This is an optimization exercise on Yosys and OpenROAD, whose aim is small area and a short achievable clock period, not a production implementation. Only simulation tests tie the RTL to the original design; equivalence was not proved.

$ cat run.sh
#!/bin/bash
# synth_recipe.tcl (not shown) runs the flow's synth.tcl, then flattens the netlist and writes it again
# the make line also repeats each setting of config.mk as NAME=value (left out here)
make -C /OpenROAD-flow-scripts/flow DESIGN_CONFIG=/design/flow/config.mk WORK_HOME=/design/flow/orfs CLKGATE_MAP_FILE= SYNTH_SCRIPT=/design/flow/synth_recipe.tcl finish
$ cat config.mk
export PLATFORM = sky130hd
export DESIGN_NAME = Subsystem
export DESIGN_NICKNAME = Subsystem
export VERILOG_FILES = /design/flow/design.v
export SDC_FILE = /design/flow/constraint.sdc
export NUM_CORES = 4
export LEC_CHECK = 0
export CAP_MARGIN = 20
export CORE_MARGIN = 2
export CORE_UTILIZATION = 40
export SLEW_MARGIN = 20
$ cat design.v
 module quantizer(
    input   logic   [15:0]                                      diff_in,
    input   logic   [14:0]                                      step_size_in,
    input   logic                                               sign_in,
    output  logic   signed  [2:0]                               data_out,
    output  logic   signed  [16:0]                              diff_out
 );
    logic   signed  [16:0]                                  temp_result1;
    logic   signed  [16:0]                                  temp_result2;
    logic   signed  [16:0]                                  temp_result3;
    logic   [15:0]                                          temp_diff1;
    logic   [15:0]                                          temp_diff2;
    logic   [14:0]                                          temp_step1;
    logic   [14:0]                                          temp_step2;
    always_comb begin
        temp_result1                                    =   {5'b0, step_size_in[14:3]};
        if (diff_in >= step_size_in) begin
            data_out[2]                                 =   1;
            temp_diff1                                  =   diff_in - step_size_in;
            temp_result2                                =   temp_result1 + step_size_in;
        end
        else begin
            data_out[2]                                 =   0;
            temp_diff1                                  =   diff_in;
            temp_result2                                =   temp_result1;
        end
        temp_step1                                      =   {1'b0, step_size_in[14:1]};
        if (temp_diff1 >= temp_step1) begin
            data_out[1]                                 =   1;
            temp_diff2                                  =   temp_diff1 - temp_step1;
            temp_result3                                =   temp_result2 + temp_step1;
        end
        else begin
            data_out[1]                                 =   0;
            temp_diff2                                  =   temp_diff1;
            temp_result3                                =   temp_result2;
        end
        temp_step2                                      =   {1'b0, temp_step1[14:1]};
        if (temp_diff2 >= temp_step2) begin
            data_out[0]                                 =   1;
            diff_out                                    =   temp_result3 + temp_step2;
        end
        else begin
            data_out[0]                                 =   0;
            diff_out                                    =   temp_result3;
        end
    end
 endmodule
 module predictor
 (
    input   logic                                               clk,
    input   logic                                               rst,
    input   logic   signed  [15:0]                              pre_sample_in,
    input   logic   signed  [16:0]                              diff_in,
    input   logic   signed  [3:0]                               temp_result_in,
    input   logic   [7:0]                                       index_in,
    output  logic   signed  [15:0]                              pre_sample_out,
    output  logic   [7:0]                                       index_out
 );
    logic   [7:0]                                          index_table      [15:0];
    initial begin
        $readmemh("IndexTable.mem", index_table);
    end
    logic   signed  [8:0]                                   temp_index;
    logic   signed  [15:0]                                  temp_pre_sample;
    always_ff @(posedge clk) begin
        if (rst) begin
            temp_index                                  <=  0;
            temp_pre_sample                             <=  0;
        end
        else begin
            temp_index                                  <=  $signed({1'b0,index_in}) + $signed(index_table[$unsigned(temp_result_in)]);
            temp_pre_sample                             <=  (temp_result_in[3] == 0)? pre_sample_in + diff_in : pre_sample_in - diff_in;
        end
    end
    always_comb begin
        if (temp_index[8] == 1) begin
            index_out                           =   0;
        end
        else if (temp_index > 88) begin
            index_out                           =   88;
        end
        else begin
            index_out                           =   temp_index[7:0];
        end
        if (temp_pre_sample > 32767) begin
            pre_sample_out                      =   32767;
        end
        else if (temp_pre_sample < -32767) begin
            pre_sample_out                      =   -32767;
        end
        else begin
            pre_sample_out                      =   temp_pre_sample;
        end
    end
 endmodule
 module predict_updator
 (
    input   logic   signed  [3:0]                               code_in,
    input   logic   signed  [15:0]                              predict_in,
    input   logic   [14:0]                                      step_size_in,
    output  logic   signed  [15:0]                              predict_out
 );
    logic   signed  [15:0]                                  step_size;
    assign  step_size                                   =   $signed({1'b0, step_size_in});
    logic   signed  [15:0]                                  diff_temp1;
    logic   signed  [15:0]                                  diff_temp2;
    logic   signed  [15:0]                                  diff_temp3;
    logic   signed  [15:0]                                  diff_temp4;
    logic   signed  [16:0]                                  temp_result;
    always_comb begin
        diff_temp1                                      =   {3'b0, step_size[15:3]};
        if (code_in[2]) begin
            diff_temp2                                  =   diff_temp1 + step_size;
        end
        else begin
            diff_temp2                                  =   diff_temp1;
        end
        if (code_in[1]) begin
            diff_temp3                                  =   diff_temp2 + {1'b0, step_size[15:1]};
        end
        else begin
            diff_temp3                                  =   diff_temp2;
        end
        if (code_in[0]) begin
            diff_temp4                                  =   diff_temp3 + {2'b0, step_size[15:2]};
        end
        else begin
            diff_temp4                                  =   diff_temp3;
        end
    end
    always_comb begin
        temp_result                                     =  (code_in[3] == 0)? predict_in + diff_temp4 : predict_in - diff_temp4;
        if (temp_result > 32767) begin
            predict_out                         =   32767;
        end
        else if (temp_result < -32767) begin
            predict_out                         =   -32767;
        end
        else begin
            predict_out                         =   temp_result;
        end
    end
 endmodule
module index_updator
(
    input   logic                                               clk,
    input   logic                                               rst,
    input   logic   [7:0]                                       index_in,
    input   logic   signed  [3:0]                               code_in,
    output  logic   [7:0]                                       index_out
);
    logic   [7:0]                                          index_table      [15:0];
    initial begin
        $readmemh("IndexTable.mem", index_table);
    end
    logic   signed  [8:0]                                   temp_index;
    always_ff @(posedge clk) begin
        if (rst) begin
            temp_index                                  <=  0;
        end
        else begin
            temp_index                                  <=  $signed({1'b0,index_in}) + $signed(index_table[$unsigned(code_in)]);
        end
    end
    always_comb begin
        if (temp_index[8] == 1) begin
            index_out                           =   0;
        end
        else if (temp_index > 88) begin
            index_out                           =   88;
        end
        else begin
            index_out                           =   temp_index[7:0];
        end
    end
endmodule
 module ADPCMEncoder
 (
    input   logic                                               clk,
    input   logic                                               rst,
    input   logic   signed  [15:0]                              data_in,
    input   logic                                               eanble_in,
    output  logic   signed  [3:0]                               data_out,
    output  logic                                               valid_out
 );
    logic   signed  [15:0]                                  temp_data;
    logic                                                   temp_valid;
    always_ff @(posedge clk) begin
        if (rst) begin
            temp_data                                   <=  0;
            temp_valid                                  <=  0;
        end
        else begin
            temp_data                                   <=  data_in;
            temp_valid                                  <=  eanble_in;
        end
    end     
    logic   signed  [15:0]                                  pre_sample;
    logic   [7:0]                                           index;
    logic   [14:0]                                          step_table      [88:0];
    initial begin
        $readmemh("StepTable.mem", step_table);
    end
    logic   [14:0]                                          step_size;
    assign  step_size                                   =   step_table[index];
    logic   signed  [16:0]                                  diff;
    logic   signed  [3:0]                                   temp_result;
    logic   signed  [16:0]                                  quant_diff;
    always_comb begin
        if (temp_data >= pre_sample) begin
            temp_result[3]                              =   0;
            diff                                        =   {temp_data[15], temp_data} - {pre_sample[15], pre_sample};
        end
        else begin
            temp_result[3]                              =   1;
            diff                                        =   {pre_sample[15], pre_sample} - {temp_data[15], temp_data};
        end
    end
    quantizer   quantizer_inst
    (
        .diff_in                                        (diff[15:0]),
        .step_size_in                                   (step_size),
        .sign_in                                        (temp_result[3]),
        .data_out                                       (temp_result[2:0]),
        .diff_out                                       (quant_diff)
    );
    always_ff @(posedge clk) begin
        if (rst) begin
            data_out                                    <=  0;
            valid_out                                   <=  0;
        end
        else begin
            data_out                                    <=  temp_result;
            valid_out                                   <=  temp_valid;
        end
    end
    logic   signed  [15:0]                                  pre_sample_temp;
    logic           [7:0]                                   index_temp;
    predictor predictor_inst
    (
        .clk                                            (clk),
        .rst                                            (rst),
        .pre_sample_in                                  (pre_sample),
        .diff_in                                        (quant_diff),
        .temp_result_in                                 (temp_result),
        .index_in                                       (index),
        .pre_sample_out                                 (pre_sample_temp),
        .index_out                                      (index_temp)
    );
    assign  pre_sample                                  =   pre_sample_temp;
    assign  index                                       =   index_temp;
 endmodule
module ADPCMDecoder
(
    input   logic                                               clk,
    input   logic                                               rst,
    input   logic   signed  [3:0]                               data_in,
    input   logic                                               enable_in,
    output  logic   signed  [15:0]                              data_out,
    output  logic                                               valid_out
);
    logic   signed  [3:0]                                   temp_code;
    logic                                                   temp_enable;
    always_ff @(posedge clk) begin
        if (rst) begin
            temp_code                                   <=  0;
            temp_enable                                 <=  0;
        end
        else begin
            if (enable_in) begin
                temp_code                               <=  data_in;
                temp_enable                             <=  1;
            end
            else begin
                temp_code                               <=  0;
                temp_enable                             <=  0;
            end
        end
    end
    logic   [7:0]                                           index;
    logic   [14:0]                                          step_table      [88:0];
    initial begin
        $readmemh("StepTable.mem", step_table);
    end
    logic   [14:0]                                          step_size;
    assign  step_size                                   =   step_table[index];
    index_updator   index_updator_inst
    (
        .clk                                                (clk),
        .rst                                                (rst),
        .index_in                                           (index),
        .code_in                                            (temp_code),
        .index_out                                          (index)
    );
    logic   signed  [15:0]                                  temp_result;
    predict_updator predict_updator_inst
    (
        .code_in                                            (temp_code),
        .predict_in                                         (data_out),
        .step_size_in                                       (step_size),
        .predict_out                                        (temp_result)
    );
    always_ff @(posedge clk) begin
        if (rst) begin
            data_out                                    <=  0;
        end
        else begin
            if (temp_enable) begin
                valid_out                               <=  1;
                data_out                                <=  temp_result;
            end
            else begin
                valid_out                               <=  0;
                data_out                                <=  0;
            end
        end
    end
endmodule
`timescale 1 ns / 1 ns
module Subsystem
          (clk,
           reset_x,
           clk_enable,
           in1,
           ce_out,
           Out1,
           Out2);
  input   clk;
  input   reset_x;
  input   clk_enable;
  input   signed [15:0] in1;   
  output  ce_out;
  output  signed [15:0] Out1;   
  output  signed [3:0] Out2;   
  wire signed [3:0] adpcm_encoder2_out1;   
  wire signed [15:0] ADPCM_Decoder1_out1;   
  logic   valid1;
  logic   valid2;
  ADPCMEncoder ADPCMEncoder_inst  (.clk(clk),
                                   .rst(reset_x),
                                   .eanble_in(clk_enable),
                                   .data_in(in1),   
                                   .data_out(adpcm_encoder2_out1),   
                                   .valid_out(valid1)
                                   );
  ADPCMDecoder ADPCMDncoder_inst (.clk(clk),
                                   .rst(reset_x),
                                   .enable_in(valid1),
                                   .data_in(adpcm_encoder2_out1),   
                                   .data_out(ADPCM_Decoder1_out1),   
                                   .valid_out(valid2)
                                   );
  assign Out1 = ADPCM_Decoder1_out1;
  assign Out2 = adpcm_encoder2_out1;
  assign ce_out = clk_enable;
endmodule   
$ cat constraint.sdc
create_clock -name core_clock -period 15.0 [get_ports {clk}]
set_input_delay 3.0000 -clock core_clock [delete_from_list [all_inputs] [get_ports {clk}]]
set_output_delay 3.0000 -clock core_clock [all_outputs]
set_load 0.01 [all_outputs]
$ cat IndexTable.mem
ff
ff
ff
ff
02
04
06
08
ff
ff
ff
ff
02
04
06
08
$ cat StepTable.mem
0007
0008
0009
000a
000b
000c
000d
000e
0010
0011
0013
0015
0017
0019
001c
001f
0022
0025
0029
002d
0032
0037
003c
0042
0049
0050
0058
0061
006b
0076
0082
008f
009d
00ad
00be
00d1
00e6
00fd
0117
0133
0151
0173
0198
01c1
01ee
0220
0256
0292
02d4
031c
036c
03c3
0424
048e
0502
0583
0610
06ab
0756
0812
08e0
09c3
0abd
0bd0
0cff
0e4c
0fba
114c
1307
14ee
1706
1954
1bdc
1ea5
21b6
2515
28ca
2cdf
315b
364b
3bb9
41b2
4844
4f7e
5771
602f
69ce
7462
7fff
==> out/results.ini <==
[status]
status = complete, no violations

[clocking]
numCtsBuffers = 9
clk_pin_slew_ns = 0.07
htree_levels = 3
clockBufferDepth = 2
insertion_delay_ns = 0.36
clock_sink_count = 81
cts_root_buffer = clkbuf_16
cts_tree = done

[final_layout]
regArea_sq_mm = 0.00162
fill_cells = 4483
drive_above_1_share_pct = 9.21
syn2layout_area_growth_pct = 7.91
diodes = 0
final_cells = 3034
finalInstanceArea_sq_mm = 0.0194
multi_input_area_sq_mm = 0.0153
nets = 2711

[sta]
drv_slew = 0
fin_skew_ns = 0.0119
hold_viol = 0
setup_violations = 0
min_period_over_period_pct = 94.8
hold_ws_ns = 0.445
setup_ws_ns = 0.778
fmaxAchievable_mhz = 70.3
min_period_ns = 14.22
worst_slew_pin_slew_ns = 0.992
maxSlewHeadroom_pct = 33.4

[worst_hold_path]
worst_hold_path_type = reg -> reg
holdPathStages = 1

[critical_path]
cp.required_ns = 15.25
cp_slowest_cell = fa_2
path_delay_family = compound AO/OA/AOI/OAI gates
crit_path_end_kind = register
slowest_delay_ns = 0.44
worstPathArrival_ns = 14.47
setup.worst_path.start_class = register
crit_buf_inv = 4
crit_type = reg -> reg
path_max_fanout = 15
crit_cells = 66
worst_r2r_path_depth = 66

[global_routing]
grt_pass1_wl_mm = 94.4
grt_pass1_vias = 17600
grt_max_degree = 61
grtUsageTotal_pct = 24.7
grt.overflow.total = 0
antenna_found_initial = 0

[synthesis]
synth-main-ff-cell = dfxtp_1
synth_common_cells = ha_1 (241), nor2_1 (217), a21oi_1 (207)
synth_cell_types = 129
async_flop_share_pct = 0
yosysTopAreaCellShare_pct = 16.8
seq_area_frac_synth_pct = 9.03
synthCells = 2455
yosysMostFrequentCell = ha_1
ys_warn_count = 7
synth_area_leaders = ha_1 (17%), dfxtp_1 (9.0%), a21oi_1 (5.8%)
syn_area_sq_mm = 0.0179
yosys.area.top_type = ha_1
synth_edf_count = 0
ys_seq_elements = 81
synth.avg_cell_area_sq_um = 7.31

[placed_design]
dpl_cell_area_sq_mm = 0.0188
post-place-ws_ns = 0.228
numPlacedInstances = 3006
gp_congestion = 0.970
portBuffers = 39
dp.final_hpwl_mm = 45.7

[die]
coreArea_sq_mm = 0.0442
initial_core_util_pct = 40.6
num_rows = 77
die_h_um = 216
dieArea_sq_mm = 0.0466
die_w_um = 216
ioPinCount = 40

[detailed_routing]
dr.pass1.iters = 6
wire_per_inst_um = 19.4
drtIter0Drc = 1784
antenna_left = 0
wirelength_mm = 58.9
drc = 0
vias = 18500
viasPerCell = 6.08

[run]
cap_violations = 0

## state kept, by name (all words and copies together), names as in the netlist, named ones only
| name | count |
|---|---|
| ADPCMDncoder_inst.index_updator_inst.temp_index | 9 |
| ADPCMDncoder_inst.temp_enable | 1 |
| ADPCMDncoder_inst.data_out | 16 |
| ADPCMEncoder_inst.valid_out | 1 |
| ADPCMEncoder_inst.temp_valid | 1 |
| ADPCMDncoder_inst.temp_code | 4 |
| ADPCMEncoder_inst.predictor_inst.temp_pre_sample | 16 |
| ADPCMEncoder_inst.temp_data | 16 |
| ADPCMEncoder_inst.data_out | 4 |
| ADPCMEncoder_inst.predictor_inst.temp_index | 9 |
## metrics by stage
| stage | util (%) | TNS, ns |
|---|---|---|
| final | 43.8 | 0 |
| after global routing | 43.8 | -0.0756 |
| after CTS | 43.3 | 0 |
| after detailed placement | 42.5 | 0 |
| after global placement | 42.5 | 0 |
| after floorplan | - | 0 |
## layer usage
| metal | share of wire [%] | vias up | track usage, % |
|---|---|---|---|
| met5 | 0 | - | 0 |
| met4 | 2.8 | 0 | 7.95 |
| met3 | 5.5 | 109 | 2.27 |
| met2 | 47 | 653 | 42.4 |
| met1 | 45 | 8683 | 32.5 |
| li1 | - | 9005 | - |
## final timing paths
kind | end | start | slack [ns]
max | register | register | 0.78
min | ADPCMEncoder_inst.valid_out | ADPCMEncoder_inst.temp_valid | 0.44
max reg2reg | register | register | 0.78
min reg2reg | ADPCMEncoder_inst.valid_out | ADPCMEncoder_inst.temp_valid | 0.44
## placed cells by master, fill, tap and decap left out, types with 13 or more instances in the layout
cell / synthesis / final
xnor2_1: 91 / 91
clkdlybuf4s50_1: 0 / 38
and3_1: 23 / 23
ha_1: 241 / 238
o21ai_0: 172 / 166
nor2b_1: 65 / 62
o211ai_1: 30 / 30
nand4_1: 22 / 22
nand2b_1: 30 / 30
nor3_1: 71 / 71
a21oi_1: 207 / 205
mux2_2: 33 / 33
fa_1: 14 / 13
a221oi_1: 15 / 15
inv_1: 144 / 144
o21a_1: 40 / 40
o21bai_1: 24 / 24
nor2_1: 217 / 217
or2_2: 19 / 18
dfxtp_1: 81 / 81
a21o_1: 54 / 54
o21ai_1: 9 / 14
mux2i_1: 34 / 33
buf_4: 6 / 47
xor2_1: 61 / 60
nand3_1: 39 / 39
o31ai_1: 28 / 25
nand2_1: 176 / 176
a31oi_1: 29 / 29
a211oi_1: 25 / 22
or3_1: 28 / 28
## timing repair
action / in CTS / in global routing
setup endpoints to repair: 0 / 8
resized for setup: 0 / 30
buffers inserted: 0 / 12
hold buffers: 0 / 0
## final cells by class
type                    instances  share of cell area, %
clock buffers                  10                   1.23
clock inverters                 6                  0.375
well taps                     592                   3.82
repair buffers                 89                   4.08
flip-flops and latches         81                   8.37
multi-input cells            2103                   79.1
inverters                     153                   2.98
## cells by family (layout without fill, tap and decap cells)
logic type / count (synthesis) / count (layout) / share of synthesized area [%]
compound gates: 838 / 838 / 32.1
mux: 72 / 72 / 4.36
xor+xnor: 153 / 153 / 7.55
buf+inv: 272 / 258 / 6.51
other cells: 1 / 2 / 0.0209
fa+ha+maj: 255 / 255 / 18.4
flops: 81 / 81 / 9.03
simple gates: 783 / 783 / 22.0

[afterwards: timing with drivers on the ports]
No port has a modelled driver above. Below, the same layout with a new extraction and two added sets of constraints.
Step 1: set_driving_cell puts a clkbuf_16 on clk and a buf_2 on each other input, an assumption about the parent block.
Step 2, shift: input delay + t, output delay - t, t = (earliest + latest rising clock arrival at the registers) / 2. This alone moves slack from input paths to output paths.
a / b / c = no drivers / after step 1 / after step 2; a / b = the first two.
t, ns: 0.411
slack for setup (ns): 0.778 / 0.778 / 0.778
hold slack, ns: 0.445 / 0.445 / 0.445
clock arrival spread, ns: 0.012 / 0.012
pins driven straight from the clock port: 1
After both steps setup and hold are still met in this run. The setup slack of this run moves by 0.000 ns with the drivers and by 0.000 ns with both steps.
